Background: an optimization exercise with open tools, aiming at small area. Do not read the settings as production practice.

==> inputs of job 4470 <==
==> flow/design.v <==
module median_filter_resource_optimized
(
    input                ck100m,
    input                srst_n,
    input                enable,
    input        [15:0]  in,
    output               out_enable,
    output reg   [15:0]  out
);
    localparam int NT = 7;              
    localparam int L  = 17;             
    localparam int N  = 18;             
    reg [15:0] win  [0:9];
    reg [15:0] tail [0:NT-1];
    reg [L-1:0] cand;
    reg [2:0]  k;
    reg [3:0]  nval;                     
    reg [3:0]  cnt;                      
    wire idle  = (cnt == 4'd0) | (cnt == 4'd13);
    wire start = idle & enable;
    assign out_enable = (cnt == 4'd13);
    wire [2:0] dig = idle ? 3'd0 : cnt[2:0];
    always @(posedge ck100m or negedge srst_n) begin
        if (~srst_n) begin
            cnt  <= 4'd0;
            nval <= 4'd0;
        end else begin
            cnt <= start ? 4'd1 : (idle ? 4'd0 : cnt + 4'd1);
            if (enable && nval != 4'd10) nval <= nval + 4'd1;
        end
    end
    always @(posedge ck100m) begin
        if (enable) begin
            win[0] <= in;
            for (int i = 1; i < 10; i++) win[i] <= win[i-1];
            for (int t = 0; t < NT; t++)
                for (int b = 0; b < 14 - 2*t; b++)
                    tail[t][b] <= (t == 0) ? win[9][b] : tail[t-1][b];
        end
    end
    logic [1:0] lane [0:N-1];
    always_comb begin
        for (int n = 0; n < N; n++) lane[n] = 2'b00;
        for (int n = 0; n < 10; n++)
            for (int j = 0; j < 8; j++)
                if (dig == j) lane[n] = win[n][15-2*j -: 2];
        for (int t = 0; t < NT; t++)
            for (int j = t + 1; j < 8; j++)
                if (dig == j) lane[10+t] = tail[t][15-2*j -: 2];
        lane[L] = in[15:14];
    end
    function automatic [4:0] popcnt18(input [17:0] x);
        logic t1, t2, t3, t4, t5, t6, t7, t8, t9, t10, t11, t12, t13, t14, t15, t16, t17, t18, t19, t20, t21, t22, t23, t24, t25, t26, t27, t28, t29, t30, t31, t32;
        t1 = x[0] ^ x[1] ^ x[2]; t2 = (x[0] & x[1]) | (x[0] & x[2]) | (x[1] & x[2]);
        t3 = x[3] ^ x[4] ^ x[5]; t4 = (x[3] & x[4]) | (x[3] & x[5]) | (x[4] & x[5]);
        t5 = x[6] ^ x[7] ^ x[8]; t6 = (x[6] & x[7]) | (x[6] & x[8]) | (x[7] & x[8]);
        t7 = x[9] ^ x[10] ^ x[11]; t8 = (x[9] & x[10]) | (x[9] & x[11]) | (x[10] & x[11]);
        t9 = x[12] ^ x[13] ^ x[14]; t10 = (x[12] & x[13]) | (x[12] & x[14]) | (x[13] & x[14]);
        t11 = x[15] ^ x[16] ^ x[17]; t12 = (x[15] & x[16]) | (x[15] & x[17]) | (x[16] & x[17]);
        t13 = t1 ^ t3 ^ t5; t14 = (t1 & t3) | (t1 & t5) | (t3 & t5);
        t15 = t7 ^ t9 ^ t11; t16 = (t7 & t9) | (t7 & t11) | (t9 & t11);
        t17 = t2 ^ t4 ^ t6; t18 = (t2 & t4) | (t2 & t6) | (t4 & t6);
        t19 = t8 ^ t10 ^ t12; t20 = (t8 & t10) | (t8 & t12) | (t10 & t12);
        t21 = t13 ^ t15; t22 = t13 & t15;
        t23 = t14 ^ t16 ^ t17; t24 = (t14 & t16) | (t14 & t17) | (t16 & t17);
        t25 = t22 ^ t23 ^ t19; t26 = (t22 & t23) | (t22 & t19) | (t23 & t19);
        t27 = t24 ^ t18 ^ t20; t28 = (t24 & t18) | (t24 & t20) | (t18 & t20);
        t29 = t26 ^ t27; t30 = t26 & t27;
        t31 = t30 ^ t28; t32 = t30 & t28;
        popcnt18 = {t32, t31, t29, t25, t21};
    endfunction
    logic [N-1:0] c_cur, lt1, lt2, lt3, c_new;
    logic [4:0] a1, a2, a3, asel;
    logic [2:0] k_cur, k_new;
    logic [1:0] d;
    always_comb begin
        if (idle) begin
            for (int n = 0; n < L; n++) c_cur[n] = (n < 10) && (n < nval);
            c_cur[L] = 1'b1;
            k_cur = (nval < 4'd5) ? 3'd7 : nval[2:0] - 3'd5;
        end else begin
            c_cur = {1'b0, cand};
            k_cur = k;
        end
        for (int n = 0; n < N; n++) begin
            lt1[n] = c_cur[n] & ~lane[n][1] & ~lane[n][0];
            lt2[n] = c_cur[n] & ~lane[n][1];
            lt3[n] = c_cur[n] & ~(lane[n][1] & lane[n][0]);
        end
        a1 = popcnt18(lt1);
        a2 = popcnt18(lt2);
        a3 = popcnt18(lt3);
        if (k_cur == 3'd7)                              begin d = 2'd0; asel = 5'd0; end
        else if (a3[4:3] == 2'b00 && a3[2:0] <= k_cur) begin d = 2'd3; asel = a3; end
        else if (a2[4:3] == 2'b00 && a2[2:0] <= k_cur) begin d = 2'd2; asel = a2; end
        else if (a1[4:3] == 2'b00 && a1[2:0] <= k_cur) begin d = 2'd1; asel = a1; end
        else                                            begin d = 2'd0; asel = 5'd0; end
        k_new = k_cur - asel[2:0];
        for (int n = 0; n < N; n++) c_new[n] = c_cur[n] & (lane[n] == d);
    end
    always @(posedge ck100m) begin
        k <= k_new;
        cand <= enable ? c_new[L-1:0] << 1 | {{(L-1){1'b0}}, c_new[L]} : c_new[L-1:0];
        for (int j = 0; j < 8; j++)
            if (dig == j && (j == 0 ? idle : !cnt[3])) out[15-2*j -: 2] <= d;
    end
endmodule
==> flow/run.sh <==
#!/bin/bash
# synth_recipe.tcl (not shown) runs the flow's synth.tcl, then flattens the netlist and writes it again
# the make line also repeats each setting of config.mk as NAME=value (left out here)
make -C /OpenROAD-flow-scripts/flow DESIGN_CONFIG=/design/flow/config.mk WORK_HOME=/design/flow/orfs CLKGATE_MAP_FILE= SYNTH_SCRIPT=/design/flow/synth_recipe.tcl finish
==> flow/config.mk <==
export PLATFORM = sky130hd
export DESIGN_NAME = median_filter_resource_optimized
export DESIGN_NICKNAME = median_filter_resource_optimized
export VERILOG_FILES = /design/flow/design.v
export SDC_FILE = /design/flow/constraint.sdc
export NUM_CORES = 4
export LEC_CHECK = 0
export CAP_MARGIN = 20
export CORE_MARGIN = 2
export CORE_UTILIZATION = 40
export SLEW_MARGIN = 20
==> flow/constraint.sdc <==
create_clock -name core_clock -period 5.0 [get_ports {ck100m}]
set_input_delay 1.0000 -clock core_clock [delete_from_list [all_inputs] [get_ports {ck100m}]]
set_output_delay 1.0000 -clock core_clock [all_outputs]
set_load 0.01 [all_outputs]
==> job 323 (differences from job 4470) <==
==> flow/design.v, changed modules only <==
module median_filter_resource_optimized
(
    input                ck100m,
    input                srst_n,
    input                enable,
    input        [15:0]  in,
    output               out_enable,
    output reg   [15:0]  out
);
    localparam int B  = 4;             
    localparam int S  = 16 / B;        
    localparam int NT = S - 1;         
    localparam int L  = 10 + NT;       
    reg [15:0] win [0:9];
    reg [15:0] tail [0:NT-1];          
    reg [L-1:0] cand;
    reg [2:0] k;                       
    reg [3:0] nval;                    
    reg [3:0] cnt;                     
    wire idle  = (cnt == 4'd0) | (cnt == 4'd13);
    wire start = idle & enable;
    assign out_enable = (cnt == 4'd13);
    always @(posedge ck100m or negedge srst_n) begin
        if (~srst_n) begin
            cnt  <= 4'd0;
            nval <= 4'd0;
        end else begin
            cnt <= start ? 4'd1 : (idle ? 4'd0 : cnt + 4'd1);
            if (enable && nval != 4'd10) nval <= nval + 4'd1;
        end
    end
    always @(posedge ck100m) begin
        if (enable) begin
            win[0] <= in;
            for (int i = 1; i < 10; i++) win[i] <= win[i-1];
            for (int t = 0; t < NT; t++) begin
                for (int b = 0; b < 16 - B*(t+1); b++)
                    tail[t][b] <= (t == 0) ? win[9][b] : tail[t-1][b];
            end
        end
    end
    logic [B-1:0] lane [0:L-1];
    always_comb begin
        for (int q = 0; q < L; q++) begin
            lane[q] = '0;
            if (start) begin
                if (q == 0)       lane[q] = in[15 -: B];
                else if (q <= 10) lane[q] = win[q-1][15 -: B];
            end else begin
                for (int j = 1; j < S; j++)
                    if (cnt == j) begin
                        if (q < 10)            lane[q] = win[q][15-B*j -: B];
                        else if (j >= q - 9)   lane[q] = tail[q-10][15-B*j -: B];
                    end
            end
        end
    end
    logic [L-1:0] c_cur, c_zero;
    logic [2:0] k_cur;
    logic [4:0] pc;
    logic [B-1:0] dbits;
    always_comb begin
        if (start) begin
            for (int q = 0; q < L; q++) c_cur[q] = (q == 0) || (q <= 10 && q <= nval);
            k_cur = (nval < 4'd5) ? 3'd7 : 3'(nval - 4'd5);
        end else begin
            c_cur = cand;
            k_cur = k;
        end
        for (int i = B - 1; i >= 0; i--) begin
            for (int q = 0; q < L; q++) c_zero[q] = c_cur[q] & ~lane[q][i];
            pc = '0;
            for (int q = 0; q < L; q++) pc = pc + {4'd0, c_zero[q]};
            dbits[i] = (k_cur != 3'd7) && (pc <= {2'd0, k_cur});
            if (dbits[i]) begin
                k_cur = k_cur - pc[2:0];
                for (int q = 0; q < L; q++) c_cur[q] = c_cur[q] & lane[q][i];
            end else begin
                c_cur = c_zero;
            end
        end
    end
    always @(posedge ck100m) begin
        k <= k_cur;
        for (int q = 0; q < L; q++)
            cand[q] <= (enable && !start) ? ((q == 0) ? 1'b0 : c_cur[q-1]) : c_cur[q];
        if (start) out[15 -: B] <= dbits;
        for (int j = 1; j < S; j++)
            if (cnt == j) out[15-B*j -: B] <= dbits;
    end
endmodule
==> qor summary <==
Outcome: job 323 finished with violations; job 4470 finished with violations
Reasons for failing layout checks: job 323 negative setup slack; job 4470 negative setup slack
Layout buffering overhead excluding clock cells: job 323 21.1%; job 4470 14.5%
Fill cell total of the finished layout: job 323 2313; job 4470 2472
Finished Layout Cells: job 323 1777; job 4470 1631
Count of clock tree sinks: job 323 224; job 4470 260
Post-layout minimum cycle time: job 323 20870 ps; job 4470 6530 ps
Global-route wire length before repair: job 323 51900 um; job 4470 47300 um
Routed wire length: job 323 34100 um; job 4470 30600 um
Setup Fix Bufs, Post-CTS: job 323 120; job 4470 27
Hold Path Origin: job 323 win[5][3]; job 4470 win[4][6]
Data arrival time at the worst-slack endpoint: job 323 21310 ps; job 4470 6990 ps
Vias: job 323 9314; job 4470 8620
Met3 Track Usage GR: job 323 3.15%; job 4470 2.57%
Asr flop ratio synth: job 323 3.57%; job 4470 3.08%
Length of routed wiring on met1: job 323 14000 um; job 4470 13300 um
Total iterations of the first detailed-routing run: job 323 5; job 4470 7
Logic depth of the worst path, buffers included: job 323 104; job 4470 28
Total of cells resized after clock tree synthesis: job 323 70; job 4470 124
Headroom to the max-slew limit: job 323 39.0%; job 4470 48.2%
Post-synthesis simple-gate area fraction: job 323 10.2%; job 4470 8.67%
Capturing instance or port of the critical path: job 323 cand[4]; job 4470 cand[13]
No functional check of the RTL was part of any run of this note.

[separate check: timing with driven ports]
The flow's constraints put no driver on any port. The routed layouts listed below were extracted and timed again, unchanged, in two steps.
Step 1 assumes that a clkbuf_16 drives the clock port and a buf_2 every other input.
Step 2 also shifts input and output timing later by t, the mid clock arrival at the registers, as if the neighbouring blocks saw the same clock.
Three values: ideal ports, drivers, drivers and shift; two values: the first two.
run	t (ns)	setup slack, ns	worst data-port slew with drivers (ns)
job 4470	0.592	-1.531 / -1.531 / -1.531	0.05
job 323	0.572	-15.868 / -15.868 / -16.005	0.04
The setup slack of job 323, which loses most, moves by 0.000 ns with the drivers and by -0.137 ns with both steps.
